Source: an optimization exercise on an open RTL-to-GDS flow (aim: small area, a short achievable clock period and few clock cycles per item). Production flows keep margins and buffers that such runs may drop. At most, simulation tests tie the RTL to the original design; equivalence was not proved. For runs 6 to 8, only the layout was checked, not whether the RTL still works. Power and IR drop assume default switching activity.

**flow/run.sh**
```bash
#!/bin/bash
set -euo pipefail
bash standard.sh SETUP_SLACK_MARGIN=5.7 finish > make_finish.log 2>&1
```
**standard.sh**
```bash
#!/bin/bash
# synth_recipe.tcl (not shown) runs the flow's synth.tcl, then flattens the netlist and writes it again
# the make line also repeats each setting of config.mk as NAME=value (left out here)
make -C /OpenROAD-flow-scripts/flow DESIGN_CONFIG=/design/flow/config.mk WORK_HOME=/design/flow/orfs CLKGATE_MAP_FILE= SYNTH_SCRIPT=/design/flow/synth_recipe.tcl "${@:-finish}"
```
**config.mk**
```make
export PLATFORM = sky130hd
export DESIGN_NAME = SME
export DESIGN_NICKNAME = SME
export VERILOG_FILES = /design/flow/design.v
export SDC_FILE = /design/flow/constraint.sdc
export NUM_CORES = 4
export LEC_CHECK = 0
export CAP_MARGIN = 20
export CORE_MARGIN = 2
export CORE_UTILIZATION = 40
export CTS_CLUSTER_DIAMETER = 120
export CTS_CLUSTER_SIZE = 24
export SLEW_MARGIN = 20
export TNS_END_PERCENT = 5
```
**constraint.sdc**
```tcl
create_clock -name core_clock -period 8.0 [get_ports {clk}]
set_input_delay 1.6000 -clock core_clock [delete_from_list [all_inputs] [get_ports {clk}]]
set_output_delay 1.6000 -clock core_clock [all_outputs]
set_load 0.01 [all_outputs]
```
**design.v**
```verilog
module SME ( clk, reset, chardata, isstring, ispattern, valid, match, match_index);
input clk;
input reset;
input [7:0] chardata;
input isstring;
input ispattern;
output valid;
output match;
output [4:0] match_index;
reg valid;
reg match;
reg [4:0] match_index;
reg  [7:0] c_q;         
reg        dot_q, car_q, dol_q, star_q;
reg        str_q, str_q2;
reg        pat_q, pat_q2;
wire in_car  = (chardata == 8'h5E);
wire in_dol  = (chardata == 8'h24);
wire in_dot  = (chardata == 8'h2E);
wire in_star = (chardata == 8'h2A);
always @(posedge clk) begin
	c_q    <= (in_car | in_dol) ? 8'h20 : chardata;
	dot_q  <= in_dot;
	car_q  <= in_car;
	dol_q  <= in_dol;
	star_q <= in_star;
end
always @(posedge clk or posedge reset) begin
	if (reset) begin
		str_q  <= 1'b0;
		str_q2 <= 1'b0;
		pat_q  <= 1'b0;
		pat_q2 <= 1'b0;
	end else begin
		str_q  <= isstring;
		str_q2 <= str_q;
		pat_q  <= ispattern;
		pat_q2 <= pat_q;
	end
end
wire lit_q = !(dot_q | car_q | dol_q | star_q);
reg [7:0] s [0:31];
reg [4:0] len;           
integer n;
always @(posedge clk) begin
	if (str_q) begin
		for (n = 0; n < 31; n = n + 1)
			s[n] <= s[n+1];
		s[31] <= c_q;
		len <= str_q2 ? len + 5'd1 : 5'd1;
	end
end
wire [4:0] len_nxt = str_q ? (str_q2 ? len + 5'd1 : 5'd1) : len;
wire [4:0] lo = 5'd0 - len_nxt;      
reg  [31:0] v;
integer j;
always @(*) begin
	for (j = 0; j < 32; j = j + 1)
		v[j] = (j >= lo);
end
reg [31:0] eq;
always @(*) begin
	for (j = 0; j < 32; j = j + 1)
		eq[j] = (s[j] == c_q);
end
reg  [32:0] m;
reg  [4:0]  base;        
reg         starred;
reg [32:0] pre;
always @(*) begin
	pre[0] = m[0];
	for (j = 1; j < 33; j = j + 1)
		pre[j] = pre[j-1] | m[j];
end
reg [4:0] fs;
always @(*) begin
	fs = 5'd0;
	for (j = 31; j >= 0; j = j - 1)
		if (m[j]) fs = j;
end
wire [4:0] cand = fs + base;
reg [32:0] m_nxt;
always @(*) begin
	m_nxt[0] = (car_q & m[0]) |
	           (dol_q & m[0] & eq[0]) |
	           (star_q & pre[0]);
	for (j = 1; j < 32; j = j + 1)
		m_nxt[j] = ((lit_q | dot_q) & m[j-1] & (dot_q | eq[j-1])) |
		           (car_q & m[j] & (!m[j-1] | eq[j-1])) |
		           (dol_q & m[j] & eq[j]) |
		           (star_q & pre[j]);
	m_nxt[32] = ((lit_q | dot_q) & m[31] & (dot_q | eq[31])) |
	            (dol_q & m[32]) |
	            (star_q & pre[32]);
end
always @(posedge clk) begin
	if (pat_q) begin
		m    <= m_nxt;
		base <= (lit_q | dot_q) ? base - 5'd1 : base;
	end else begin
		m    <= {1'b0, v};
		base <= len_nxt;
	end
end
always @(posedge clk or posedge reset) begin
	if (reset)
		starred <= 1'b0;
	else
		starred <= pat_q & (starred | star_q);
end
always @(posedge clk) begin
	if (!starred)
		match_index <= cand;
end
always @(posedge clk or posedge reset) begin
	if (reset) begin
		valid <= 1'b0;
	end else begin
		valid <= pat_q2 & !pat_q;
	end
end
always @(posedge clk) begin
	match <= |m;
end
endmodule
```
==> results.cfg, run 1 <==
[outcome]
status = timing/DRC/antenna clean

[drt]
wl_um = 31200
drt-pass1-iter-count = 4
met1_length_um = 13700
vias = 9048
drc = 0
wl_per_cell_um = 18.9
via_per_inst = 5.48
top_layer_used = met4
antenna_left = 0
wl_met3_um = 1230
drt_iter0_markers = 615
wl_met2_um = 15400

[placement]
dpl.hpwl_um = 19800
gp_congestion = 0.825
dp_worst_setup_slack_ns = 4.76
port_buffers = 18
placed_cells = 1601
placed_cell_area_sq_um = 15600

[sta]
finalHoldViolCount = 0
rsz0062_at_grt = yes
fin_setup_tns_ns = 0
post-route-period-util = 0.344
finalClockSkew_ns = 0.0288
max_slew_margin = 0.300
period_minus_slack_ns = 2.75
worst_pin_slew_ns = 1.05
finalSetupViolCount = 0
max_freq_mhz = 364
final_max_slew_viol_count = 0
fin_ws_ns = 5.25

[global_route]
grt_pass1_vias = 9115
grt_start_max_net_pins = 85
grt.total_usage = 0.161
antenna_found_initial = 0
grt_overflow_total = 0
grt_first_pass_wirelength_um = 49800

[worst_setup_path]
rr_endpoint = match_index[4]
crit_path_start_kind = register
reg2reg_depth = 10
critPathLaunch = m[8]
crit_buf_inv = 1
cp-endpoint = match_index[4]
cp-end-kind = register
required_ns = 8.27
cp_max_fo = 6
r2r_start = m[8]
reg2reg_slack_ns = 5.25
critPathMaxStageDelay_ns = 0.51
path_cells = or2_2 > a211oi_2 > nor3_1 > or4_4 > fa_2 > inv_2 > a21o_1 > a21oi_1 > xor2_1 > xnor2_1
path_depth = 10
crit_family = simple AND/OR/NAND/NOR gates
path_class = register to register
crit_slowest_cell = or4_4
arrival_ns = 3.02

[die]
rows = 70
die-height_um = 197
dieWidth_um = 197
fp.coreArea_sq_um = 36600
io_pins = 19
initial_core_util = 0.407
die_area_sq_um = 38800

[cts]
cts_tree = done
cts_buffer_depth = 3
root_buffer = clkbuf_16
cts-htree-levels = 1
clk_latency_ns = 0.52
clk_pin_slew_ns = 0.10
clkSinkCount = 323
postCtsHoldBufs = 0
numCtsBuffers = 17

[yosys]
synth_top_family_by_area = XOR/XNOR gates
synth_edf_count = 266
synthArstFlopShare = 0.0186
syn_area_sq_um = 14900
syn_avg_cell_area_sq_um = 12.8
synthAdderAreaFrac = 0.00890
synth_compound_area_frac = 0.0917
ys_seq_elements = 323
synth_xor_area_frac = 0.157
synth.area.mux_share = 0.00277
netlist_instances = 1164
ys_seq_area_frac = 0.615
syn_nets = 1186
yosys.area_share.simple = 0.0961
ys_types = 71
yosysWarnings = 2
ys.flop_type = edfxtp_1

[cells_and_area]
final_nets = 1194
layout-drive-gt1-share = 0.105
area_growth_pct = 9.84
final_area_sq_um = 16400
fin_cells = 1650
layout_common_cells = edfxtp_1, xnor2_1, nand4_1
layout_commonest_cell = edfxtp_1
num_antenna_cells = 0

[flow_run]
maxCapViolations = 0

[pwr]
ir_drop_uv = 124
p_leak_nw = 5.32
p_per_area_nw_per_um2 = 224

[hold_path]
worstHoldStart = s[18][6]
hold_path.class = register to register
what timing repair did:
item | CTS | global route
pin swaps | 10 | 7
setup endpoints to repair | 134 | 137
buffers inserted | 18 | 2
gates resized for setup | 48 | 17
how the worst min path moves through the flow:
stage                     endpoint  cells past startpoint
final                     s[17][6]                      0
after CTS                 s[17][6]                      0
after detailed placement  s[21][6]                      0
after global placement    s[12][1]                      0
after global routing      s[17][2]                      0
after floorplan             pat_q2                      0
state kept, by name (all words and copies together), names as in the netlist, 5 cells and up:
register and cells:
s 256, m 33, c_q 8, base 5, len 5, match_index 5
cells by family after synthesis:
group                      after synthesis
muxes                                    4
and+or+nand+nor                        258
buffers and inverters                  103
DFF                                    323
AOI/OAI and AO/OA                      199
adders and majority gates               10
xor gates and xnor gates               267
per-layer routing:
metal  up-vias  GRT usage
met1      4530      0.209
li1       4259          -
met5         -          0
met4         0     0.0471
met2       203      0.282
met3        56     0.0222
cell type report:
| class | count | area, sq um |
|---|---|---|
| clock buffers | 28 | 467 |
| clock inverters | 1 | 16.3 |
| fillers | 3280 | 20200 |
| inverters | 38 | 145 |
| multi-input cells | 738 | 5520 |
| flip-flops and latches | 323 | 9190 |
| well taps | 468 | 586 |
| repair buffers | 54 | 444 |
through the flow:
stage / util / hold WS, ns / power (mW)
global route: 0.447 / 0.477 / 3.82
detailed placement: 0.426 / 0.456 / 2.70
CTS: 0.445 / 0.462 / 3.69
finish: 0.447 / 0.463 / 3.66
floorplan: - / 0.349 / 2.52
global placement: 0.426 / 0.450 / 2.69
where the power goes:
group	internal (mW)	switching (mW)	total, mW
clock	0.408	0.524	0.932
sequential	1.97	0.108	2.08
combinational	0.296	0.358	0.654
Yosys cell counts (4+ instances only):
cell type,n,share of area
o22a_1,7,0.0041
buf_2,31,0.010
ha_1,9,0.0076
and2_1,8,0.0034
clkbuf_1,30,0.0076
or4_1,4,0.0020
buf_1,4,0.0010
inv_1,35,0.0088
nor2_1,54,0.014
nor4_1,8,0.0034
nand2_1,55,0.014
a31oi_1,7,0.0029
o211a_1,14,0.0094
nor3_1,11,0.0037
o32a_1,10,0.0067
a211oi_1,4,0.0020
o211ai_1,22,0.011
dfxtp_1,51,0.069
nand2b_1,5,0.0021
nand3b_1,4,0.0020
o21ai_1,11,0.0037
edfxtp_1,266,0.54
nand4_1,66,0.028
nor2b_1,4,0.0017
a21o_1,5,0.0025
o21ai_0,40,0.013
dfrtp_1,6,0.010
a21oi_1,41,0.014
nand3_1,12,0.0040
xor2_1,4,0.0024
xnor2_1,262,0.15
Testbench counts, summed over its fixed seeds: cycles 114,566, items 8,000.
==> run 2: changes to the inputs <==
--- a/config.mk
+++ b/config.mk
@@ -12,3 +12,3 @@
 export CTS_CLUSTER_SIZE = 24
 export SLEW_MARGIN = 20
-export TNS_END_PERCENT = 5
+export TNS_END_PERCENT = 0
==> run 2 against run 1 <==
Compared with the run above:
- first-iteration DRC count rose by 15%
- largest power group unchanged
- non-clock buffer count decreased by 13
- critical path depth down 9
- sequential power about the same
- total power fell by 1.0%
- die area is the same
- sequential share of layout area grew 0.42 points
- critical path type is now register to output port
- flip-flop and latch count unchanged
- routed wire length shrank 1.1%
- via count fell by 1.5%
- cell count fell by 0.73%
==> results.cfg, run 2 <==
[cts]
clk_latency_ns = 0.52
root_buffer = clkbuf_16
clkSinkCount = 323
clk_pin_slew_ns = 0.09
cts-htree-levels = 1
numCtsBuffers = 17
cts_buffer_depth = 3
cts_tree = done

[cells_and_area]
num_antenna_cells = 0
fin_cells = 1638
area_growth_pct = 9.03
layout-drive-gt1-share = 0.0889
layout_common_cells = edfxtp_1, xnor2_1, nand4_1
layout_commonest_cell = edfxtp_1
largest_reg_flops = 256
regMostFlops = s
reg_top3 = s (256), m (33), c_q (8)
final_nets = 1181

[sta]
fin_setup_tns_ns = 0
finalClockSkew_ns = 0.0153
finalSetupViolCount = 0
post-route-period-util = 0.350
worst_pin_slew_ns = 1.05
final_max_slew_viol_count = 0
fin_ws_ns = 5.20
max_freq_mhz = 357
max_slew_margin = 0.300
rsz0062_at_grt = yes
finalHoldViolCount = 0
period_minus_slack_ns = 2.80

[drt]
drt-pass1-iter-count = 5
antenna_left = 0
vias = 8915
wl_per_cell_um = 18.8
via_per_inst = 5.44
drt_iter0_markers = 705
wl_um = 30800
drc = 0

[pwr]
p_leak_nw = 5.26
switchingPower_mw = 0.981
p_seq_frac = 0.574
clockPowerShare = 0.261
p_per_area_nw_per_um2 = 223
combPwrFrac = 0.165
ir_drop_uv = 116
switching_share = 0.271
p_int_mw = 2.64

[global_route]
grt_first_pass_wirelength_um = 49800
grt.total_usage = 0.161
use_met2 = 0.279
busiest_layer = met2
grt_start_max_net_pins = 85
grt_use_met3 = 0.0193
grt_overflow_total = 0
grt_pass1_vias = 9005
antenna_found_initial = 0
met1_usage = 0.215

[worst_setup_path]
crit_buf_inv = 1
reg2reg_slack_ns = 5.21
crit_family = flip-flops
path_cells = dlygate4sd2_1
crit_slowest_cell = edfxtp_1
crit_path_start_kind = register
cp_max_fo = 1
rr_endpoint = match_index[4]
path_class = register to output port
reg2reg_depth = 10
critPathMaxStageDelay_ns = 0.39
cp-end-kind = output port
r2r_start = m[8]
required_ns = 6.40
arrival_ns = 1.20

[placement]
placed_cells = 1601
dpl.hpwl_um = 19800
gp_congestion = 0.828
dp_worst_setup_slack_ns = 4.86
port_buffers = 18

[die]
rows = 70
fp.coreArea_sq_um = 36600
die-height_um = 197
die_area_sq_um = 38800
initial_core_util = 0.407
dieWidth_um = 197
io_pins = 19

[hold_path]
worstHoldStart = s[19][3]
min_path_cells = 0
min_to = s[18][3]
hold_path.class = register to register

[yosys]
synth.most_common_cell = edfxtp_1
ys.flop_type = edfxtp_1
ys_seq_elements = 323
synthArstFlopShare = 0.0186
synth.area.top_cells = edfxtp_1, xnor2_1, dfxtp_1
ys_types = 71
ys_seq_area_frac = 0.615
syn_nets = 1186
synth_common_cells = edfxtp_1, xnor2_1, nand4_1
syn_avg_cell_area_sq_um = 12.8
yosysWarnings = 2
netlist_instances = 1164
synth_edf_count = 266
syn_area_sq_um = 14900
yosysTopAreaCellShare = 0.536
yosys.area.top_type = edfxtp_1

[flow_run]
maxCapViolations = 0

[outcome]
status = timing/DRC/antenna clean
==> run 2: worst max path at each step <==
stage	start	slack [ns]	end	depth (start not counted)
2_1_floorplan	str_q	3.99	m[12]	10
3_5_place_dp	str_q	4.86	m[8]	6
4_1_cts	m[31]	5.05	match_index[4]	12
6_report	match_index[1]	5.20	match_index[1]	1
3_3_place_gp	m[30]	4.93	match_index[4]	12
5_1_grt	m[28]	5.05	match_index[4]	11
==> run 2: cells by family (layout without fill, tap and decap cells) <==
family          after synthesis  after routing  synth area share
mux                           4              4           0.00277
fa+ha+maj                    10             10           0.00890
buf+inv                     103            109            0.0285
simple gates                258            258            0.0961
compound gates              199            199            0.0917
flops                       323            323             0.615
xor+xnor                    267            267             0.157
==> run 2: final cells by class <==
type / instances / area, sq um
Clock inverter: 2 / 25.0
Fill cell: 3333 / 20400
Multi-Input combinational cell: 738 / 5480
Timing Repair Buffer: 41 / 357
Sequential cell: 323 / 9190
Clock buffer: 28 / 467
Inverter: 38 / 143
Tap cell: 468 / 586
==> run 2: what timing repair did <==
action                                 CTS  global route
gates resized for setup                 17            28
setup endpoints to repair              127           130
pin swaps                               11            14
gates cloned                             0             0
hold buffers                             0             0
endpoints found under the hold margin    0             0
setup buffers                            5             2
==> run 2: per-layer routing <==
metal  wire [um]  up-vias
met5           0        -
met4         609        0
met3         970       39
met2       15200      133
met1       14000     4516
li1            -     4227
==> run 2: power groups by stage <==
| stage | clock (mW) | combinational, mW | sequential, mW |
|---|---|---|---|
| floorplan | 0 | 0.408 | 2.10 |
| global placement | 0 | 0.562 | 2.11 |
| detailed placement | 0 | 0.567 | 2.11 |
| CTS | 0.990 | 0.579 | 2.07 |
| global route | 1.04 | 0.662 | 2.10 |
| finish | 0.947 | 0.599 | 2.08 |
==> run 2: through the flow <==
step	cell area (sq um)	hold slack (ns)	util	total power, mW
after floorplan	14900	0.349	-	2.51
after global placement	15600	0.442	0.425	2.67
after detailed placement	15600	0.456	0.425	2.68
after CTS	16100	0.463	0.441	3.64
after global routing	16200	0.477	0.444	3.79
final	16200	0.462	0.444	3.62
==> run 3: changes to the inputs <==
--- a/config.mk
+++ b/config.mk
@@ -8,7 +8,7 @@
 export CAP_MARGIN = 20
 export CORE_MARGIN = 2
-export CORE_UTILIZATION = 40
+export CORE_UTILIZATION = 50
 export CTS_CLUSTER_DIAMETER = 120
 export CTS_CLUSTER_SIZE = 24
 export SLEW_MARGIN = 20
-export TNS_END_PERCENT = 0
+export TNS_END_PERCENT = 5
==> run 3 against run 2 <==
Compared with the run above:
- worst setup slack lost 0.079 ns
- register-to-register slack got worse by 0.09 ns
- sequential power is essentially flat
- design area is 1.7% higher
- fmax is 2.8% lower
- flip-flop and latch count unchanged
- combinational power increased by 13%
- sequential share of layout area is 0.98 points lower
- first-iteration DRC count is 7.0% lower
- synthesized cell count stayed put
- highest routed layer unchanged
- largest cell class unchanged
- cell count shrank 3.3%
- via count up 0.30%
- critical path type is now register to register
==> results.cfg, run 3 <==
[yosys]
synth_edf_count = 266
ys.flop_type = edfxtp_1
synthArstFlopShare = 0.0186
synth_common_cells = edfxtp_1, xnor2_1, nand4_1
synth.most_common_cell = edfxtp_1
yosysWarnings = 2
syn_avg_cell_area_sq_um = 12.8
yosysTopAreaCellShare = 0.536
synth.area.top_cells = edfxtp_1, xnor2_1, dfxtp_1
ys_seq_elements = 323
netlist_instances = 1164
ys_seq_area_frac = 0.615
yosys.area.top_type = edfxtp_1
syn_nets = 1186
syn_area_sq_um = 14900
ys_types = 71

[global_route]
grt_first_pass_wirelength_um = 49600
antenna_found_initial = 0
grt_pass1_vias = 8865
grt_start_max_net_pins = 80
grt_overflow_total = 0
grt.total_usage = 0.203

[drt]
via_per_inst = 5.65
antenna_left = 0
wl_per_cell_um = 20.0
drt-pass1-iter-count = 7
drc = 0
drt_iter0_markers = 656
vias = 8942
wl_um = 31700

[cells_and_area]
layout_common_cells = edfxtp_1, xnor2_1, nand4_1
layout_commonest_cell = edfxtp_1
seq_area_sq_um = 9180
num_antenna_cells = 0
final_nets = 1206
multi_input_area_sq_um = 5580
regMostFlops = s
final_area_sq_um = 16500
reg_top3 = s (256), m (33), c_q (8)
layout-drive-gt1-share = 0.115
largest_reg_flops = 256
area_growth_pct = 10.9
fillers = 2436

[sta]
rsz0062_at_grt = yes
worst_pin_slew_ns = 0.793
fin_hold_ws_ns = 0.471
period_minus_slack_ns = 2.88
final_max_slew_viol_count = 0
max_freq_mhz = 347
finalHoldViolCount = 0
fin_setup_tns_ns = 0
finalClockSkew_ns = 0.0205
max_slew_margin = 0.471
finalSetupViolCount = 0
post-route-period-util = 0.360

[pwr]
p_seq_frac = 0.564
ir_drop_uv = 166
switchingPower_mw = 0.993
p_leak_nw = 5.42
p_int_mw = 2.69
clockPowerShare = 0.252
p_per_area_nw_per_um2 = 223
combPwrFrac = 0.184
switching_share = 0.270

[die]
initial_core_util = 0.506
fp.coreArea_sq_um = 29500
io_pins = 19
die-height_um = 177
die_area_sq_um = 31200
rows = 63
dieWidth_um = 177

[worst_setup_path]
crit_buf_inv = 1
arrival_ns = 3.14
reg2reg_depth = 11
cp-end-kind = register
critPathLaunch = m[28]
reg2reg_slack_ns = 5.12
crit_family = compound AO/OA/AOI/OAI gates
rr_endpoint = match_index[4]
cpMostUsedCell = a21oi_2
cp_max_fo = 4
crit_slowest_cell = or4_4
path_cells = o311ai_4 > a311oi_2 > o31ai_2 > a21oi_2 > or4_4 > fa_2 > inv_2 > a21o_1 > a21oi_2 > xor2_1 > xnor2_1
path_class = register to register
r2r_start = m[28]
crit_path_start_kind = register
required_ns = 8.26
critPathMaxStageDelay_ns = 0.51

[cts]
cts_tree = done
cts_buffer_depth = 3
cts-htree-levels = 1
clk_latency_ns = 0.52
numCtsBuffers = 17
clk_pin_slew_ns = 0.11
clkSinkCount = 323
postCtsHoldBufs = 0
root_buffer = clkbuf_16

[hold_path]
min_path_cells = 0
min_to = s[22][5]
worstHoldStart = s[23][5]
hold_path.class = register to register

[flow_run]
maxCapViolations = 0

[outcome]
status = timing/DRC/antenna clean

[placement]
port_buffers = 18
dpl.hpwl_um = 19700
gp_congestion = 0.835
placed_cell_area_sq_um = 15500
run 3: cells by family (layout without fill, tap and decap cells):
group	count (synthesis)	in the layout	synth area share
DFF	323	323	0.615
AOI/OAI and AO/OA	199	199	0.0917
muxes	4	4	0.00277
adders and majority gates	10	10	0.00890
buffers and inverters	103	133	0.0285
xor gates and xnor gates	267	267	0.157
and+or+nand+nor	258	258	0.0961
run 3: cell type report:
type                            count  share of cell area
Multi-Input combinational cell    738               0.338
Inverter                           38             0.00931
Tap cell                          390              0.0295
Timing Repair Buffer               66              0.0386
Sequential cell                   323               0.556
Clock inverter                      1            0.000984
Clock buffer                       28              0.0282
run 3: power by group through the flow:
| stage | Combinational [mW] | Sequential (mW) | Clock [mW] |
|---|---|---|---|
| after floorplan | 0.415 | 2.10 | 0 |
| after global placement | 0.570 | 2.11 | 0 |
| after detailed placement | 0.572 | 2.12 | 0 |
| after CTS | 0.595 | 2.08 | 0.960 |
| after global routing | 0.741 | 2.09 | 1.01 |
| final | 0.679 | 2.08 | 0.928 |
run 3: how the worst max path moves through the flow:
stage / endpoint / slack [ns] / cells after the start
2_1_floorplan: m[12] / 3.99 / 9
3_3_place_gp: s[24][4] / 4.19 / 3
3_5_place_dp: s[24][4] / 4.14 / 3
4_1_cts: match_index[4] / 5.05 / 12
5_1_grt: match_index[4] / 5.02 / 11
6_report: match_index[4] / 5.12 / 11
run 3: worst register-to-register path: stages, from the launching register on:
cell      delay (ns)
dfxtp_4         0.38
o311ai_4        0.30
a311oi_2        0.15
o31ai_2         0.28
a21oi_2         0.13
or4_4           0.51
fa_2            0.38
inv_2           0.06
a21o_1          0.12
a21oi_2         0.06
xor2_1          0.14
xnor2_1         0.13
run 3: per-layer routing:
| layer | GRT usage | vias up | share of wire |
|---|---|---|---|
| li1 | - | 4291 | - |
| met1 | 0.282 | 4433 | 0.46 |
| met5 | 0 | - | 0 |
| met3 | 0.0226 | 37 | 0.034 |
| met4 | 0.0444 | 0 | 0.022 |
| met2 | 0.346 | 181 | 0.48 |
run 3: timing repair:
action                                  in CTS  in global routing
cloned                                       1                  0
resized for setup                           26                 45
pin swaps                                    8                 16
endpoints found under the setup margin     247                104
setup buffers                                6                 24
run 3: through the flow:
step / worst slack, ns / instances / total power [mW] / utilization
after floorplan: 3.99 / 1164 / 2.52 / -
after global placement: 4.19 / 1524 / 2.68 / 0.526
after detailed placement: 4.14 / 1524 / 2.69 / 0.526
after CTS: 5.05 / 1560 / 3.63 / 0.549
after global routing: 5.02 / 1584 / 3.85 / 0.561
final: 5.12 / 1584 / 3.68 / 0.561
==> run 4: changes to the inputs <==
==> flow/run.sh (replaced) <==
#!/bin/bash
set -euo pipefail
bash standard.sh SETUP_SLACK_MARGIN=5.7 \
  "CTS_ARGS=-sink_clustering_enable -repair_clock_nets -sink_clustering_size 24 -sink_clustering_max_diameter 120 -sink_clustering_levels 1" \
  finish > make_finish.log 2>&1
--- a/config.mk
+++ b/config.mk
@@ -8,5 +8,5 @@
 export CAP_MARGIN = 20
 export CORE_MARGIN = 2
-export CORE_UTILIZATION = 50
+export CORE_UTILIZATION = 40
 export CTS_CLUSTER_DIAMETER = 120
 export CTS_CLUSTER_SIZE = 24
==> run 4 against run 3 <==
Compared with the run above:
- global-route usage fell by 4.2 points
- sequential share of layout area rose by 0.56 points
- die area rose by 24%
- via count rose by 1.2%
- flip-flop and latch count did not move
- fmax rose by 4.8%
- register-to-register slack improved by 0.13 ns
- hold slack got worse by 0.0071 ns
- total power fell by 0.54%
- cell count rose by 4.2%
- synthesized area did not move
- still clean on timing, DRC and antenna
==> results.cfg, run 4 <==
[worst_setup_path]
required_ns = 8.27
path_class = register to register
crit_family = simple AND/OR/NAND/NOR gates
path_cells = or2_2 > a211oi_2 > nor3_1 > or4_4 > fa_2 > inv_2 > a21o_1 > a21oi_1 > xor2_1 > xnor2_1
cp_max_fo = 6
critPathMaxStageDelay_ns = 0.51
crit_buf_inv = 1
crit_slowest_cell = or4_4
arrival_ns = 3.02
reg2reg_slack_ns = 5.25
r2r_start = m[8]
reg2reg_depth = 10
cp-end-kind = register
rr_endpoint = match_index[4]
crit_path_start_kind = register

[die]
die_area_sq_um = 38800
initial_core_util = 0.407
fp.coreArea_sq_um = 36600
die-height_um = 197
dieWidth_um = 197
io_pins = 19
rows = 70

[hold_path]
min_to = s[17][6]
hold_path.class = register to register
worstHoldStart = s[18][6]
min_path_cells = 0

[drt]
wl_um = 31200
drt-pass1-iter-count = 4
vias = 9048
via_per_inst = 5.48
antenna_left = 0
drc = 0
wl_per_cell_um = 18.9
drt_iter0_markers = 615

[sta]
fin_setup_tns_ns = 0
max_freq_mhz = 364
finalClockSkew_ns = 0.0288
finalHoldViolCount = 0
final_max_slew_viol_count = 0
finalSetupViolCount = 0
max_slew_margin = 0.300
period_minus_slack_ns = 2.75
rsz0062_at_grt = yes
worst_pin_slew_ns = 1.05
post-route-period-util = 0.344

[yosys]
ys_seq_elements = 323
yosys.area_share.simple = 0.0961
synth_compound_area_frac = 0.0917
syn_area_sq_um = 14900
synth_xor_area_frac = 0.157
synth_top_family_by_area = XOR/XNOR gates
synth.most_common_cell = edfxtp_1
netlist_instances = 1164
yosysTopAreaCellShare = 0.536
synthAdderAreaFrac = 0.00890
synth_common_cells = edfxtp_1, xnor2_1, nand4_1
yosys.area.top_type = edfxtp_1
syn_nets = 1186
synthArstFlopShare = 0.0186
ys_seq_area_frac = 0.615
synth.area.top_cells = edfxtp_1, xnor2_1, dfxtp_1
synth_edf_count = 266
synth.area.mux_share = 0.00277
syn_avg_cell_area_sq_um = 12.8
ys_types = 71
ys.flop_type = edfxtp_1
yosysWarnings = 2

[cells_and_area]
regMostFlops = s
area_growth_pct = 9.84
largest_reg_flops = 256
num_antenna_cells = 0
layout-drive-gt1-share = 0.105
reg_top3 = s (256), m (33), c_q (8)
final_nets = 1194
layout_common_cells = edfxtp_1, xnor2_1, nand4_1
fin_cells = 1650
fillers = 3280
layout_commonest_cell = edfxtp_1

[flow_run]
maxCapViolations = 0

[global_route]
grt_first_pass_wirelength_um = 49800
grt_overflow_total = 0
busiest_layer = met2
use_met2 = 0.282
grt.total_usage = 0.161
grt_start_max_net_pins = 85
met1_usage = 0.209
grt_use_met3 = 0.0222
antenna_found_initial = 0
grt_pass1_vias = 9115

[cts]
clkSinkCount = 323
cts_buffer_depth = 3
clk_pin_slew_ns = 0.10
clk_latency_ns = 0.52
cts_tree = done
numCtsBuffers = 17
cts-htree-levels = 1
postCtsHoldBufs = 0
root_buffer = clkbuf_16

[placement]
port_buffers = 18
dpl.hpwl_um = 19800
gp_congestion = 0.825
placed_cells = 1601

[outcome]
status = timing/DRC/antenna clean

[pwr]
fin_total_pwr_mw = 3.66
p_leak_nw = 5.32
ir_drop_uv = 124
p_per_area_nw_per_um2 = 224
==> run 4: cell count changes in the layout (fill, tap and decap cells not counted), sizes merged <==
cell,change
clkinvlp,-1
bufbuf,-1
dlygate4sd2,-6
buf,-5
inv,+1
==> run 4: through the flow <==
stage	cell area [sq um]	utilization	setup WS, ns	hold slack (ns)
after global routing	16400	0.447	5.13	0.477
after CTS	16300	0.445	5.23	0.462
final	16400	0.447	5.25	0.463
after detailed placement	15600	0.426	4.76	0.456
after floorplan	15000	-	3.99	0.349
after global placement	15600	0.426	4.84	0.450
==> run 4: what timing repair did <==
action | in CTS | in global routing
buffers inserted | 18 | 2
gates cloned | 0 | 0
pin swaps | 10 | 7
endpoints found under the setup margin | 134 | 137
gates resized for setup | 48 | 17
==> run 4: area by class of cell <==
type                    instances  area [sq um]  share of cell area
clock buffers                  28           467              0.0285
multi-input cells             738          5520               0.337
flip-flops and latches        323          9190               0.561
inverters                      38           145             0.00887
repair buffers                 54           444              0.0271
clock inverters                 1          16.3            0.000994
well taps                     468           586              0.0358
==> run 4: metal layers <==
layer	vias to the layer above	routed length, um
li1	4259	-
met1	4530	13700
met2	203	15400
met3	56	1230
met4	0	808
met5	-	0
==> run 4: cell families (layout without fill, tap and decap cells) <==
group	Yosys count	count (layout)
and+or+nand+nor	258	258
AOI/OAI and AO/OA	199	199
buffers and inverters	103	121
muxes	4	4
adders and majority gates	10	10
xor gates and xnor gates	267	267
DFF	323	323
==> run 4: worst max-delay path by stage <==
stage	slack, ns	to	cells past startpoint	startpoint
CTS	5.23	match_index[4]	12	m[31]
global placement	4.84	m[12]	8	str_q
global route	5.13	match_index[4]	11	m[28]
floorplan	3.99	m[12]	9	str_q
finish	5.25	match_index[4]	10	m[8]
detailed placement	4.76	m[12]	8	str_q
==> run 4: where the power goes <==
part / internal, mW / total, mW / switching [mW]
combinational: 0.296 / 0.654 / 0.358
clock: 0.408 / 0.932 / 0.524
sequential: 1.97 / 2.08 / 0.108
total: 2.67 / 3.66 / 0.989
==> run 5: changes to the inputs <==
==> flow/run.sh (replaced) <==
#!/bin/bash
set -euo pipefail
bash standard.sh SETUP_SLACK_MARGIN=5.7 \
  "CTS_ARGS=-sink_clustering_enable -repair_clock_nets -sink_clustering_size 24 -sink_clustering_max_diameter 120 -distance_between_buffers 1000 -branching_point_buffers_distance 1000" \
  finish > make_finish.log 2>&1
==> run 5 against run 4 <==
Compared with the run above:
- still clean on timing, DRC and antenna
- sequential share of layout area stayed put
- synthesized cell count stayed put
- hold slack stayed put
- via count stayed put
- die area stayed put
- critical path depth stayed put
- cell count stayed put
- non-clock buffer count stayed put
- design area stayed put
- largest power group unchanged
==> results.cfg, run 5 <==
[sta]
finalSetupViolCount = 0
period_minus_slack_ns = 2.75
worst_pin_slew_ns = 1.05
max_slew_margin = 0.300
finalClockSkew_ns = 0.0288
rsz0062_at_grt = yes
final_max_slew_viol_count = 0
fin_setup_tns_ns = 0
max_freq_mhz = 364
post-route-period-util = 0.344
finalHoldViolCount = 0

[global_route]
grt_start_max_net_pins = 85
grt_first_pass_wirelength_um = 49800
grt_pass1_vias = 9115
antenna_found_initial = 0
grt.total_usage = 0.161
grt_overflow_total = 0

[worst_setup_path]
crit_slowest_cell = or4_4
cp-end-kind = register
reg2reg_depth = 10
crit_buf_inv = 1
crit_path_start_kind = register
r2r_start = m[8]
reg2reg_slack_ns = 5.25
path_depth = 10
path_cells = or2_2 > a211oi_2 > nor3_1 > or4_4 > fa_2 > inv_2 > a21o_1 > a21oi_1 > xor2_1 > xnor2_1
crit_family = simple AND/OR/NAND/NOR gates
path_class = register to register
cp_max_fo = 6
rr_endpoint = match_index[4]
required_ns = 8.27
arrival_ns = 3.02
critPathMaxStageDelay_ns = 0.51

[cts]
postCtsHoldBufs = 0
numCtsBuffers = 17
root_buffer = clkbuf_16
cts_buffer_depth = 3
cts_tree = done
clk_pin_slew_ns = 0.10
clk_latency_ns = 0.52
clkSinkCount = 323
cts-htree-levels = 1

[die]
rows = 70
dieWidth_um = 197
fp.coreArea_sq_um = 36600
initial_core_util = 0.407
io_pins = 19
die_area_sq_um = 38800
die-height_um = 197

[drt]
drt-pass1-iter-count = 4
met1_length_um = 13700
top_layer_used = met4
wl_met2_um = 15400
via_per_inst = 5.48
wl_per_cell_um = 18.9
drc = 0
wl_met3_um = 1230
drt_iter0_markers = 615
antenna_left = 0
wl_um = 31200
vias = 9048

[yosys]
syn_area_sq_um = 14900
synth.area.mux_share = 0.00277
ys_types = 71
yosys.area.top_type = edfxtp_1
yosys.area_share.simple = 0.0961
synth_common_cells = edfxtp_1, xnor2_1, nand4_1
synthAdderAreaFrac = 0.00890
synth_compound_area_frac = 0.0917
synthArstFlopShare = 0.0186
yosysTopAreaCellShare = 0.536
ys_seq_elements = 323
synth_xor_area_frac = 0.157
synth_top_family_by_area = XOR/XNOR gates
netlist_instances = 1164
ys_seq_area_frac = 0.615
yosysWarnings = 2
synth.area.top_cells = edfxtp_1, xnor2_1, dfxtp_1
syn_avg_cell_area_sq_um = 12.8
syn_nets = 1186
ys.flop_type = edfxtp_1
synth_edf_count = 266
synth.most_common_cell = edfxtp_1

[placement]
placed_cell_area_sq_um = 15600
dpl.hpwl_um = 19800
gp_congestion = 0.825
port_buffers = 18

[cells_and_area]
layout_commonest_cell = edfxtp_1
regMostFlops = s
area_growth_pct = 9.84
final_area_sq_um = 16400
num_antenna_cells = 0
layout_common_cells = edfxtp_1, xnor2_1, nand4_1
fillers = 3280
largest_reg_flops = 256
final_nets = 1194
reg_top3 = s (256), m (33), c_q (8)
utilization = 0.447
layout-drive-gt1-share = 0.105

[hold_path]
hold_path.class = register to register
min_path_cells = 0
worstHoldStart = s[18][6]
min_to = s[17][6]

[pwr]
fin_total_pwr_mw = 3.66
ir_drop_uv = 124
p_leak_nw = 5.32
p_per_area_nw_per_um2 = 224

[flow_run]
maxCapViolations = 0

[outcome]
status = timing/DRC/antenna clean
-- run 5: cell counts after synthesis --
No cell type changed its count.
-- run 5: repair_timing --
action | 4_1_cts | 5_1_grt
setup endpoints to repair | 134 | 137
pin swaps | 10 | 7
endpoints found under the hold margin | 0 | 0
gates resized for setup | 48 | 17
setup buffers | 18 | 2
-- run 5: layer usage --
metal,track usage,vias up
met4,0.0471,0
met2,0.282,203
met5,0,-
met3,0.0222,56
met1,0.209,4530
li1,-,4259
-- run 5: worst max-delay path by stage --
stage	startpoint	slack (ns)	to
3_5_place_dp	str_q	4.76	m[12]
3_3_place_gp	str_q	4.84	m[12]
2_1_floorplan	str_q	3.99	m[12]
5_1_grt	m[28]	5.13	match_index[4]
6_report	m[8]	5.25	match_index[4]
4_1_cts	m[31]	5.23	match_index[4]
-- run 5: logic make-up (layout without fill, tap and decap cells) --
family | after synthesis | in the layout
compound gates | 199 | 199
simple gates | 258 | 258
fa+ha+maj | 10 | 10
xor+xnor | 267 | 267
mux | 4 | 4
flops | 323 | 323
buf+inv | 103 | 121
-- run 5: layout make-up --
| class | instances | area (sq um) | share of cell area |
|---|---|---|---|
| sequential | 323 | 9190 | 0.561 |
| tap | 468 | 586 | 0.0358 |
| clock buffer | 28 | 467 | 0.0285 |
| clock inverter | 1 | 16.3 | 0.000994 |
| inverter | 38 | 145 | 0.00887 |
| multi-input combinational | 738 | 5520 | 0.337 |
| timing repair buffer | 54 | 444 | 0.0271 |
-- run 5: where the power goes --
group          total [mW]  switching (mW)  internal [mW]
clock network       0.932           0.524          0.408
registers            2.08           0.108           1.97
logic               0.654           0.358          0.296
total                3.66           0.989           2.67
-- run 5: worst reg2reg max path: cells and delay by family (launching register included) --
kind | cells | cell delay (ns)
AND/OR/NAND/NOR | 3 | 0.96
AO/OA/AOI/OAI | 3 | 0.41
flip-flops | 1 | 0.40
adder cells (fa/ha/maj) | 1 | 0.39
XOR/XNOR | 2 | 0.30
buffers and inverters | 1 | 0.06
-- run 5: through the flow --
stage                     worst slack [ns]  instances  hold slack [ns]
after floorplan                       3.99       1164            0.349
after global placement                4.84       1601            0.450
after detailed placement              4.76       1601            0.456
after CTS                             5.23       1648            0.462
after global routing                  5.13       1650            0.477
final                                 5.25       1650            0.463
==> run 6: changes to the inputs <==
==> design.v (replaced) <==
module SME ( clk, reset, chardata, isstring, ispattern, valid, match, match_index);
input clk;
input reset;
input [7:0] chardata;
input isstring;
input ispattern;
output valid;
output match;
output [4:0] match_index;
reg valid;
reg match;
reg [4:0] match_index;
reg str_q;               
reg pat_q;               
reg starred;             
wire is_car  = (chardata == 8'h5E);
wire is_dol  = (chardata == 8'h24);
wire is_dot  = (chardata == 8'h2E);
wire is_star = (chardata == 8'h2A);
wire is_lit  = !(is_car | is_dol | is_dot | is_star);
always @(posedge clk or posedge reset) begin
	if (reset) begin
		str_q   <= 1'b0;
		pat_q   <= 1'b0;
		starred <= 1'b0;
		valid   <= 1'b0;
	end else begin
		str_q   <= isstring;
		pat_q   <= ispattern;
		starred <= ispattern & (starred | is_star);
		valid   <= pat_q & !ispattern;
	end
end
reg [7:0] s [0:31];
reg [5:0] len;           
integer n;
wire [5:0] len_nxt = isstring ? (str_q ? len + 6'd1 : 6'd1) : len;
always @(posedge clk) begin
	if (isstring) begin
		for (n = 0; n < 31; n = n + 1)
			s[n] <= s[n+1];
		s[31] <= chardata;
	end
	len <= len_nxt;
end
wire [5:0] lo = 6'd32 - len_nxt;
reg  [31:0] v;
integer j;
always @(*) begin
	for (j = 0; j < 32; j = j + 1)
		v[j] = (j >= lo);
end
reg [31:0] eq, sp;
always @(*) begin
	for (j = 0; j < 32; j = j + 1) begin
		eq[j] = (s[j] == chardata);
		sp[j] = (s[j] == 8'h20);
	end
end
reg  [32:0] m;
reg  [4:0]  base;        
reg [32:0] pre;
always @(*) begin
	pre[0] = m[0];
	for (j = 1; j < 33; j = j + 1)
		pre[j] = pre[j-1] | m[j];
end
reg [4:0] fs;
always @(*) begin
	fs = 5'd0;
	for (j = 31; j >= 0; j = j - 1)
		if (m[j]) fs = j;
end
wire [4:0] cand = fs + base;
reg [32:0] m_nxt;
always @(*) begin
	m_nxt[0] = (is_car & m[0]) |
	           (is_dol & m[0] & sp[0]) |
	           (is_star & pre[0]);
	for (j = 1; j < 32; j = j + 1)
		m_nxt[j] = (is_dot & m[j-1]) |
		           (is_lit & m[j-1] & eq[j-1]) |
		           (is_car & m[j] & (!m[j-1] | sp[j-1])) |
		           (is_dol & m[j] & sp[j]) |
		           (is_star & pre[j]);
	m_nxt[32] = (is_dot & m[31]) |
	            (is_lit & m[31] & eq[31]) |
	            (is_dol & m[32]) |
	            (is_star & pre[32]);
end
always @(posedge clk) begin
	if (ispattern) begin
		m    <= m_nxt;
		base <= (is_lit | is_dot) ? base - 5'd1 : base;
	end else begin
		m    <= {1'b0, v};
		base <= len_nxt[4:0];
	end
end
always @(posedge clk) begin
	match <= |m;
	if (!starred)
		match_index <= cand;
end
endmodule
==> run.sh (new file) <==
#!/bin/bash
# synth_recipe.tcl (not shown) runs the flow's synth.tcl, then flattens the netlist and writes it again
# the make line also repeats each setting of config.mk as NAME=value (left out here)
make -C /OpenROAD-flow-scripts/flow DESIGN_CONFIG=/design/flow/config.mk WORK_HOME=/design/flow/orfs CLKGATE_MAP_FILE= SYNTH_SCRIPT=/design/flow/synth_recipe.tcl finish
--- a/config.mk
+++ b/config.mk
@@ -9,6 +9,4 @@
 export CORE_MARGIN = 2
 export CORE_UTILIZATION = 40
-export CTS_CLUSTER_DIAMETER = 120
-export CTS_CLUSTER_SIZE = 24
+export SETUP_SLACK_MARGIN = 5
 export SLEW_MARGIN = 20
-export TNS_END_PERCENT = 5
removed: flow/run.sh
removed: standard.sh
==> run 6 against run 5 <==
Compared with the run above:
- hold slack lost 0.0029 ns
- combinational power grew about 40%
- utilization grew 5.9 points
- count of clock-buffer cells in the layout grew 23
- clock skew grew 0.0023 ns
- global-route usage grew 6.0 points
- sequential power is essentially flat
- total power grew 27%
- highest routed layer unchanged
- flip-flop and latch count shrank 13
- register-to-register slack lost 0.23 ns
- die area grew 3.3%
- design area grew 17%
==> results.cfg, run 6 <==
[yosys]
syn_avg_cell_area_sq_um = 12.2
yosys.area.top_type = edfxtp_1
ys_seq_area_frac = 0.577
synth.most_common_cell = edfxtp_1
synth_common_cells = edfxtp_1, xnor2_1, nand4_1
synthArstFlopShare = 0.0129
yosysWarnings = 2
syn_area_sq_um = 15400
ys.flop_type = edfxtp_1
synth_edf_count = 266
ys_seq_elements = 310
ys_types = 83
netlist_instances = 1263
syn_nets = 1285
synth.area.top_cells = edfxtp_1, xnor2_1, dfxtp_1
yosysTopAreaCellShare = 0.519

[worst_setup_path]
cp_max_fo = 6
crit_buf_inv = 2
critPathLaunch = chardata[6]
crit_path_start_kind = input pin
cpMostUsedCell = buf_16
arrival_ns = 3.49
critPathMaxStageDelay_ns = 0.63
r2r_start = m[30]
path_cells = buf_16 > buf_16 > or4b_4 > a21oi_4 > or2b_4 > o31ai_1 > a221oi_2 > o21ai_1
crit_slowest_cell = or4b_4
path_class = input pin to register
crit_family = simple AND/OR/NAND/NOR gates
required_ns = 8.42
cp-end-kind = register

[placement]
gp_congestion = 0.910
port_buffers = 18
placed_cell_area_sq_um = 16100
dp_worst_setup_slack_ns = 3.40
dpl.hpwl_um = 27500

[die]
die-height_um = 200
initial_core_util = 0.408
fp.coreArea_sq_um = 37800
io_pins = 19
rows = 71
die_area_sq_um = 40100
dieWidth_um = 200

[global_route]
busiest_layer = met2
grt.total_usage = 0.221
use_met2 = 0.354
grt_pass1_vias = 11100
grt_first_pass_wirelength_um = 68000
grt_overflow_total = 0
grt_use_met3 = 0.0530
antenna_found_initial = 0
grt_start_max_net_pins = 90
met1_usage = 0.296

[sta]
fin_ws_ns = 4.92
fin_setup_tns_ns = 0
finalHoldViolCount = 0
final_max_slew_viol_count = 0
finalSetupViolCount = 0
worst_pin_slew_ns = 0.865
post-route-period-util = 0.384
max_slew_margin = 0.418
max_freq_mhz = 325
finalClockSkew_ns = 0.0311
rsz0062_at_grt = yes
period_minus_slack_ns = 3.08

[cts]
clk_latency_ns = 0.55
clk_pin_slew_ns = 0.06
cts_buffer_depth = 3
cts_tree = done
numCtsBuffers = 37
clkSinkCount = 310
root_buffer = clkbuf_16
cts-htree-levels = 2
postCtsHoldBufs = 0

[pwr]
p_int_mw = 3.33
p_seq_frac = 0.443
switching_share = 0.285
clockPowerShare = 0.361
p_leak_nw = 6.29
ir_drop_uv = 159
p_per_area_nw_per_um2 = 243
combPwrFrac = 0.196
fin_total_pwr_mw = 4.65
switchingPower_mw = 1.33

[cells_and_area]
layout_commonest_cell = edfxtp_1
fillers = 3229
layout_common_cells = edfxtp_1, xnor2_1, buf_4
final_area_sq_um = 19100
area_growth_pct = 24.1
utilization = 0.506
reg_top3 = s (256), m (33), len (6)
final_nets = 1399
largest_reg_flops = 256
layout-drive-gt1-share = 0.193
regMostFlops = s
num_antenna_cells = 0

[drt]
drt-pass1-iter-count = 8
via_per_inst = 5.98
vias = 11400
wl_um = 46300
drc = 0
wl_per_cell_um = 24.2
drt_iter0_markers = 1269
antenna_left = 0

[hold_path]
worstHoldStart = pat_q
hold_path.class = register to register

[outcome]
status = timing/DRC/antenna clean

[flow_run]
maxCapViolations = 0
-- run 6: area by class of cell --
type / instances / area, sq um / area share
Sequential cell: 310 / 8890 / 0.465
Clock inverter: 13 / 184 / 0.00962
Inverter: 20 / 75.1 / 0.00393
Multi-Input combinational cell: 879 / 6770 / 0.354
Timing Repair Buffer: 129 / 1550 / 0.0812
Tap cell: 511 / 639 / 0.0334
Clock buffer: 51 / 1010 / 0.0528
-- run 6: worst register-to-register path: stages (launching register included) --
cell	delay (ns)
dfxtp_2	0.36
nand2b_1	0.15
a21oi_1	0.14
o21ai_1	0.09
a21oi_2	0.20
o221ai_1	0.15
a221oi_2	0.43
ha_2	0.28
inv_1	0.05
fa_2	0.34
inv_1	0.06
a21o_1	0.10
a21oi_1	0.07
xnor2_1	0.17
xnor2_1	0.11
-- run 6: per-stage QoR --
stage | instances | hold WS (ns)
final | 1913 | 0.461
after global placement | 1748 | 0.444
after global routing | 1913 | 0.497
after detailed placement | 1748 | 0.453
after floorplan | 1263 | 0.415
after CTS | 1859 | 0.467
-- run 6: timing repair --
| action | 4_1_cts | 5_1_grt |
|---|---|---|
| setup endpoints to repair | 43 | 40 |
| cloned | 10 | 5 |
| buffers inserted | 37 | 49 |
| resized for setup | 102 | 71 |
| pin swaps | 25 | 25 |
-- run 6: power groups by stage --
stage | registers, mW | clock network (mW) | logic, mW
after floorplan | 2.04 | 0 | 0.494
after global placement | 2.08 | 0 | 0.712
after detailed placement | 2.08 | 0 | 0.718
after CTS | 2.05 | 1.71 | 0.824
after global routing | 2.08 | 1.77 | 0.969
final | 2.06 | 1.68 | 0.913
-- run 6: kinds of logic (layout without fill, tap and decap cells) --
family | after synthesis | in the layout | share of synthesized area
AND/OR/NAND/NOR | 364 | 370 | 0.139
flip-flops | 310 | 310 | 0.577
XOR/XNOR | 267 | 267 | 0.152
AO/OA/AOI/OAI | 227 | 227 | 0.0951
buffers and inverters | 80 | 213 | 0.0249
adder cells (fa/ha/maj) | 10 | 10 | 0.00861
multiplexers | 5 | 5 | 0.00333
-- run 6: path summary, 6_finish.rpt --
path                                       end  slack [ns]  cells after the start
min in group asynchronous                valid        1.26                      2
worst min register to register           valid        0.46                      1
worst max-delay path                     m[16]        4.92                      8
worst min-delay path                     valid        0.46                      1
max in group asynchronous                str_q        6.57                      2
worst max register to register  match_index[4]        5.02                     14
-- run 6: layer usage --
| layer | part of all wire | vias to the layer above |
|---|---|---|
| met5 | 0 | - |
| met4 | 0.033 | 0 |
| met3 | 0.096 | 135 |
| met2 | 0.46 | 576 |
| met1 | 0.41 | 5693 |
| li1 | - | 5037 |
==> run 7: changes to the inputs <==
--- a/config.mk
+++ b/config.mk
@@ -8,5 +8,5 @@
 export CAP_MARGIN = 20
 export CORE_MARGIN = 2
-export CORE_UTILIZATION = 40
+export CORE_UTILIZATION = 60
 export SETUP_SLACK_MARGIN = 5
 export SLEW_MARGIN = 20
==> run 7 against run 6 <==
Compared with the run above:
- total power shrank 4.2%
- via count is essentially flat
- synthesized area did not move
- routed wire length down 3.5%
- clock power down 11%
- global-route usage increased by 11 points
- synthesized cell count unchanged
- first-iteration DRC count down 0.63%
==> results.cfg, run 7 <==
[pwr]
switchingPower_mw = 1.27
p_per_area_nw_per_um2 = 239
p_int_mw = 3.18
ir_drop_uv = 239
switching_share = 0.286
clockPowerShare = 0.337
combPwrFrac = 0.200
p_leak_nw = 6.12
fin_total_pwr_mw = 4.46
p_seq_frac = 0.463

[cells_and_area]
layout-drive-gt1-share = 0.188
seq_area_sq_um = 8910
fin_cells = 1699
reg_top3 = s (256), m (33), len (6)
regMostFlops = s
multi_input_area_sq_um = 6800
largest_reg_flops = 256
final_nets = 1369
num_antenna_cells = 0
layout_common_cells = edfxtp_1, xnor2_1, nand4_1
fillers = 1628
layout_commonest_cell = edfxtp_1
utilization = 0.741
area_growth_pct = 21.2

[hold_path]
hold_path.class = register to register

[global_route]
grt.total_usage = 0.331
grt_pass1_vias = 11000
grt_start_max_net_pins = 86
grt_overflow_total = 0
antenna_found_initial = 4
grt_first_pass_wirelength_um = 66100

[die]
dieWidth_um = 164
die_area_sq_um = 27000
initial_core_util = 0.612
fp.coreArea_sq_um = 25200
rows = 58
io_pins = 19
die-height_um = 164

[drt]
drt-pass1-iter-count = 6
drt_iter0_markers = 1261
vias = 11400
wl_per_cell_um = 26.3
wl_um = 44700
drc = 0
antenna_left = 0
via_per_inst = 6.73

[cts]
numCtsBuffers = 34
cts_tree = done
clkSinkCount = 310
clk_pin_slew_ns = 0.06
postCtsHoldBufs = 0
cts_buffer_depth = 3
clk_latency_ns = 0.53
cts-htree-levels = 2
root_buffer = clkbuf_16

[sta]
finalClockSkew_ns = 0.0157
max_freq_mhz = 326
finalHoldViolCount = 0
rsz0062_at_grt = yes
period_minus_slack_ns = 3.07
fin_setup_tns_ns = 0
final_max_slew_viol_count = 0
fin_ws_ns = 4.93
finalSetupViolCount = 0
worst_pin_slew_ns = 1.05
post-route-period-util = 0.383
max_slew_margin = 0.298

[yosys]
netlist_instances = 1263
ys_seq_elements = 310
yosysTopAreaCellShare = 0.519
yosys.area.top_type = edfxtp_1
ys_types = 83
synth_common_cells = edfxtp_1, xnor2_1, nand4_1
syn_area_sq_um = 15400
synth_edf_count = 266
syn_nets = 1285
ys_seq_area_frac = 0.577
syn_avg_cell_area_sq_um = 12.2
yosysWarnings = 2
ys.flop_type = edfxtp_1
synthArstFlopShare = 0.0129
synth.most_common_cell = edfxtp_1
synth.area.top_cells = edfxtp_1, xnor2_1, dfxtp_1

[placement]
gp_congestion = 0.939
port_buffers = 18
placed_cells = 1565
dpl.hpwl_um = 26800
dp_worst_setup_slack_ns = 3.34

[worst_setup_path]
arrival_ns = 3.46
path_cells = buf_16 > or4b_4 > buf_12 > a21oi_4 > or2b_4 > buf_12 > o31ai_4 > a221oi_2 > o21ai_1
crit_family = simple AND/OR/NAND/NOR gates
crit_slowest_cell = or4b_4
path_class = input pin to register
crit_buf_inv = 3
cp_max_fo = 13
required_ns = 8.40
cpMostUsedCell = buf_12
critPathMaxStageDelay_ns = 0.58
cp-end-kind = register
crit_path_start_kind = input pin

[outcome]
status = timing/DRC/antenna clean

[flow_run]
maxCapViolations = 0
run 7: cell counts after synthesis:
No cell type changed its count.
run 7: timing repair:
action                                  4_1_cts  5_1_grt
buffers inserted                             36       23
cloned                                       13        3
endpoints found under the setup margin      125       41
gates resized for setup                     126       66
pin swaps                                    38       44
run 7: power groups by stage:
stage          registers [mW]  logic [mW]  clock network (mW)
6_report                 2.06       0.889                1.50
3_3_place_gp             2.08       0.699                   0
4_1_cts                  2.05       0.817                1.51
5_1_grt                  2.08       0.940                1.57
2_1_floorplan            2.04       0.494                   0
3_5_place_dp             2.08       0.712                   0
run 7: logic make-up (layout without fill, tap and decap cells):
family          after synthesis  count (layout)  synth area share
simple gates                364             369             0.139
flops                       310             310             0.577
xor+xnor                    267             267             0.152
compound gates              227             227            0.0951
buf+inv                      80             181            0.0249
fa+ha+maj                    10              10           0.00861
mux                           5               5           0.00333
run 7: path summary, 6_finish.rpt:
check / start / slack [ns] / end / cells past startpoint
hold / removal: pat_q / 0.49 / valid / 1
setup reg to reg: m[24] / 5.10 / match_index[4] / 13
min in group asynchronous: reset / 1.27 / valid / 2
hold reg to reg: pat_q / 0.49 / valid / 1
setup / recovery: chardata[6] / 4.93 / m[16] / 9
max in group asynchronous: reset / 6.57 / str_q / 2
run 7: final cells by class:
type / instances / share of cell area
clock buffer: 48 / 0.0524
clock inverter: 10 / 0.00375
inverter: 20 / 0.00402
multi-input combinational: 878 / 0.365
sequential: 310 / 0.477
tap: 330 / 0.0221
timing repair buffer: 103 / 0.0759
run 7: through the flow:
stage	area (sq um)	hold WS [ns]
after floorplan	15600	0.415
after global placement	15900	0.466
after detailed placement	15900	0.476
after CTS	18200	0.490
after global routing	18700	0.498
final	18700	0.490
run 7: per-layer routing:
layer / up-vias / GRT usage / share of wire
met1: 5634 / 0.457 / 0.39
li1: 4970 / - / -
met4: 2 / 0.122 / 0.040
met3: 141 / 0.0730 / 0.11
met5: - / 0 / 0.00029
met2: 695 / 0.518 / 0.45
==> run 8: changes to the inputs <==
==> design.v (replaced) <==
module SME ( clk, reset, chardata, isstring, ispattern, valid, match, match_index);
input clk;
input reset;
input [7:0] chardata;
input isstring;
input ispattern;
output valid;
output match;
output [4:0] match_index;
reg valid;
reg match;
reg [4:0] match_index;
reg [7:0] s [0:31];
reg [5:0] len;           
reg       str_q;         
integer n;
always @(posedge clk) begin
	if (isstring) begin
		for (n = 0; n < 31; n = n + 1)
			s[n] <= s[n+1];
		s[31] <= chardata;
		len <= str_q ? len + 6'd1 : 6'd1;
	end
end
wire in_car  = (chardata == 8'h5E);
wire in_dol  = (chardata == 8'h24);
wire in_dot  = (chardata == 8'h2E);
wire in_star = (chardata == 8'h2A);
wire [7:0] c_eff = (in_car | in_dol) ? 8'h20 : chardata;
reg [31:0] eq_q;         
reg        lit_q, dot_q, car_q, dol_q, star_q;
reg        pat_q;        
integer j;
always @(posedge clk) begin
	for (j = 0; j < 32; j = j + 1)
		eq_q[j] <= (s[j] == c_eff);
	lit_q  <= !(in_car | in_dol | in_dot | in_star);
	dot_q  <= in_dot;
	car_q  <= in_car;
	dol_q  <= in_dol;
	star_q <= in_star;
end
reg  [32:0] m;
reg  [4:0]  base;        
reg         starred;     
wire [5:0] lo = 6'd32 - len;
reg  [31:0] v;           
always @(*) begin
	for (j = 0; j < 32; j = j + 1)
		v[j] = (j >= lo);
end
reg [32:0] pre;
always @(*) begin
	pre[0] = m[0];
	for (j = 1; j < 33; j = j + 1)
		pre[j] = pre[j-1] | m[j];
end
reg [32:0] m_nxt;
always @(*) begin
	m_nxt[0] = (car_q & m[0]) |
	           (dol_q & m[0] & eq_q[0]) |
	           (star_q & pre[0]);
	for (j = 1; j < 32; j = j + 1)
		m_nxt[j] = (dot_q & m[j-1]) |
		           (lit_q & m[j-1] & eq_q[j-1]) |
		           (car_q & m[j] & (!m[j-1] | eq_q[j-1])) |
		           (dol_q & m[j] & eq_q[j]) |
		           (star_q & pre[j]);
	m_nxt[32] = (dot_q & m[31]) |
	            (lit_q & m[31] & eq_q[31]) |
	            (dol_q & m[32]) |
	            (star_q & pre[32]);
end
wire [4:0] base_nxt = (lit_q | dot_q) ? base - 5'd1 : base;
reg [4:0] fs;
always @(*) begin
	fs = 5'd0;
	for (j = 31; j >= 0; j = j - 1)
		if (m_nxt[j]) fs = j;
end
always @(posedge clk) begin
	if (pat_q) begin
		m    <= m_nxt;
		base <= base_nxt;
	end else begin
		m    <= {1'b0, v};
		base <= len[4:0];
	end
end
always @(posedge clk or posedge reset) begin
	if (reset) begin
		str_q   <= 1'b0;
		pat_q   <= 1'b0;
		starred <= 1'b0;
		valid   <= 1'b0;
	end else begin
		str_q   <= isstring;
		pat_q   <= ispattern;
		starred <= pat_q & (starred | star_q);
		valid   <= pat_q & !ispattern;
	end
end
always @(posedge clk) begin
	match <= |m_nxt;
	if (!starred)
		match_index <= fs + base_nxt;
end
endmodule
--- a/config.mk
+++ b/config.mk
@@ -8,5 +8,5 @@
 export CAP_MARGIN = 20
 export CORE_MARGIN = 2
-export CORE_UTILIZATION = 60
+export CORE_UTILIZATION = 40
 export SETUP_SLACK_MARGIN = 5
 export SLEW_MARGIN = 20
==> run 8 against run 7 <==
Compared with the run above:
- critical endpoint is now match_index[4]
- utilization fell by 25 points
- count of clock-buffer cells in the layout rose by 6
- worst setup slack got worse by 1.1 ns
- routed wire length fell by 12%
- highest routed layer is now met4
- via count fell by 10%
- critical path type is now register to register
- non-clock buffer count fell by 19
- die area rose by 52%
- synthesized cell count rose by 1.2%
- sequential share of layout area rose by 2.6 points
==> results.cfg, run 8 <==
[global_route]
grt_pass1_vias = 10000
grt_overflow_total = 0
busiest_layer = met2
antenna_found_initial = 0
grt_start_max_net_pins = 197
grt_use_met3 = 0.0264
use_met2 = 0.315
met1_usage = 0.257
grt.total_usage = 0.188
grt_first_pass_wirelength_um = 59700

[worst_setup_path]
reg2reg_depth = 16
r2r_start = m[0]
crit_slowest_cell = or4_4
crit_path_start_kind = register
reg2reg_slack_ns = 3.80
critPathLaunch = m[0]
cp-end-kind = register
path_cells = or3_4 > or4_4 > o31ai_4 > or3b_4 > a311o_1 > a211oi_2 > nor4_2 > a211oi_2 > ha_2 > inv_2 > fa_2 > inv_1 > a21o_1 > a21oi_2 > xor2_1 > xnor2_1
arrival_ns = 4.48
critPathMaxStageDelay_ns = 0.64
cpMostUsedCell = a211oi_2
required_ns = 8.27
cp-endpoint = match_index[4]
path_class = register to register
cp_max_fo = 6
rr_endpoint = match_index[4]

[yosys]
yosys.area.top_type = edfxtp_1
yosysWarnings = 2
ys_seq_elements = 347
ys_seq_area_frac = 0.613
syn_area_sq_um = 15700
synthArstFlopShare = 0.0115
syn_nets = 1300
synth_edf_count = 267
synth_common_cells = edfxtp_1, xnor2_1, dfxtp_1
synth.most_common_cell = edfxtp_1
synth.area.top_cells = edfxtp_1, xnor2_1, dfxtp_1
ys.flop_type = edfxtp_1
netlist_instances = 1278
syn_avg_cell_area_sq_um = 12.3
ys_types = 67
yosysTopAreaCellShare = 0.510

[outcome]
status = timing/DRC/antenna clean

[hold_path]
hold_path.class = register to register

[cells_and_area]
layout-drive-gt1-share = 0.178
num_antenna_cells = 0
regMostFlops = s
fillers = 3376
reg_top3 = s (256), m (33), eq_q (32)
layout_commonest_cell = edfxtp_1
area_growth_pct = 21.9
layout_common_cells = edfxtp_1, xnor2_1, dfxtp_1
final_nets = 1354
largest_reg_flops = 256

[placement]
gp_congestion = 0.897
dpl.hpwl_um = 23000
port_buffers = 18

[sta]
fin_hold_ws_ns = 0.464
worst_pin_slew_ns = 0.863
finalHoldViolCount = 0
post-route-period-util = 0.525
fin_setup_tns_ns = 0
period_minus_slack_ns = 4.20
rsz0062_at_grt = yes
finalSetupViolCount = 0
final_max_slew_viol_count = 0
finalClockSkew_ns = 0.0246
max_slew_margin = 0.424
max_freq_mhz = 238

[drt]
antenna_left = 0
drt_iter0_markers = 870
drt-pass1-iter-count = 5
via_per_inst = 5.46
vias = 10300
wl_per_cell_um = 21.0
drc = 0
wl_um = 39600

[die]
initial_core_util = 0.406
rows = 72
dieWidth_um = 202
fp.coreArea_sq_um = 38700
io_pins = 19
die_area_sq_um = 40900
die-height_um = 202

[cts]
clk_latency_ns = 0.55
cts-htree-levels = 2
cts_tree = done
clkSinkCount = 347
postCtsHoldBufs = 0
numCtsBuffers = 38
clk_pin_slew_ns = 0.06
cts_buffer_depth = 3
root_buffer = clkbuf_16

[pwr]
ir_drop_uv = 228
p_per_area_nw_per_um2 = 247
p_leak_nw = 6.76

[flow_run]
maxCapViolations = 0
## run 8: worst min path at each step
stage             start  endpoint  slack [ns]  cells after the start
2_1_floorplan   s[1][5]   s[0][5]        0.45                      0
3_3_place_gp   s[17][5]  s[16][5]        0.45                      0
3_5_place_dp   s[19][6]  s[18][6]        0.46                      0
4_1_cts        s[20][6]  s[19][6]        0.47                      0
5_1_grt        s[20][1]  s[19][1]        0.48                      0
6_report       s[19][7]  s[18][7]        0.46                      0
## run 8: critical path: cells and delay by family, from the launching register on
kind            cells  cell delay [ns]
simple gates        4             1.51
compound gates      6             1.15
fa+ha+maj           2             0.58
flops               1             0.32
xor+xnor            2             0.27
buf+inv             2             0.11
## run 8: final cells by class
type / count / area [sq um] / area share
Sequential cell: 347 / 9650 / 0.504
Tap cell: 518 / 648 / 0.0338
Multi-Input combinational cell: 833 / 6390 / 0.333
Timing Repair Buffer: 84 / 1040 / 0.0540
Inverter: 28 / 105 / 0.00548
Clock inverter: 16 / 203 / 0.0106
Clock buffer: 54 / 1130 / 0.0591
## run 8: repair_timing
item / CTS / global route
pin swaps: 29 / 25
setup buffers: 29 / 16
setup endpoints to repair: 40 / 51
cloned: 6 / 3
gates resized for setup: 95 / 50
## run 8: through the flow
stage               cells  power, mW  utilization  area, sq um  setup WS, ns
global placement     1755       2.81        0.430        16700          3.50
floorplan            1278       2.63            -        16100          4.03
finish               1880       4.74        0.495        19200          3.80
global route         1880       4.93        0.495        19200          3.66
detailed placement   1755       2.81        0.430        16700          3.46
CTS                  1860       4.74        0.484        18800          3.82
## run 8: cell families (layout without fill, tap and decap cells)
logic type / Yosys count / in the layout / share of synthesized area
adders and majority gates: 10 / 10 / 0.00843
buffers and inverters: 100 / 182 / 0.0244
muxes: 1 / 1 / 0.000636
xor gates and xnor gates: 275 / 275 / 0.153
and+or+nand+nor: 314 / 316 / 0.104
AOI/OAI and AO/OA: 231 / 231 / 0.0961
DFF: 347 / 347 / 0.613
## run 8: report_power, final
group | switching (mW) | total [mW] | internal (mW)
sequential | 0.103 | 2.18 | 2.08
clock | 0.721 | 1.84 | 1.12
combinational | 0.382 | 0.717 | 0.336
total | 1.21 | 4.74 | 3.54
## run 8: routing by layer
layer | vias to the layer above | share of wire
met5 | - | 0
met1 | 5151 | 0.45
met4 | 0 | 0.020
met2 | 303 | 0.49
li1 | 4755 | -
met3 | 60 | 0.047

## afterwards: timing with drivers on the ports
No port has a modelled driver above. Below, the same layouts with a new extraction and two added sets of constraints.
Step 1 (the two cells are an assumption about what drives the block):
set clk [get_ports {clk}]
set_driving_cell -lib_cell sky130_fd_sc_hd__clkbuf_16 $clk
set_driving_cell -lib_cell sky130_fd_sc_hd__buf_2 [delete_from_list [all_inputs] $clk]
Step 2, shift: input delay + t, output delay - t, t = (earliest + latest rising clock arrival at the registers) / 2. This alone moves slack from input paths to output paths.
Three values: ideal, step 1, step 2; two values: the first two.
| run | t (ns) | slack for setup (ns) | hold WS [ns] |
|---|---|---|---|
| run 1 | 0.561 | 5.251 / 5.251 / 4.958 | 0.463 / 0.463 / 0.463 |
| run 2 | 0.567 | 5.198 / 5.145 / 4.971 | 0.462 / 0.462 / 0.462 |
| run 3 | 0.557 | 5.118 / 5.118 / 4.901 | 0.471 / 0.471 / 0.471 |
| run 4 | 0.561 | 5.251 / 5.251 / 4.958 | 0.463 / 0.463 / 0.463 |
| run 5 | 0.561 | 5.251 / 5.251 / 4.958 | 0.463 / 0.463 / 0.463 |
| run 6 | 0.591 | 4.924 / 4.701 / 4.110 | 0.461 / 0.461 / 0.461 |
| run 7 | 0.569 | 4.932 / 4.757 / 4.188 | 0.490 / 0.490 / 0.490 |
| run 8 | 0.581 | 3.797 / 3.797 / 3.797 | 0.464 / 0.464 / 0.464 |
After both steps every run listed still meets setup and hold. For run 6, which loses most, drivers alone change the setup slack by -0.223 ns; drivers and shift together by -0.814 ns.
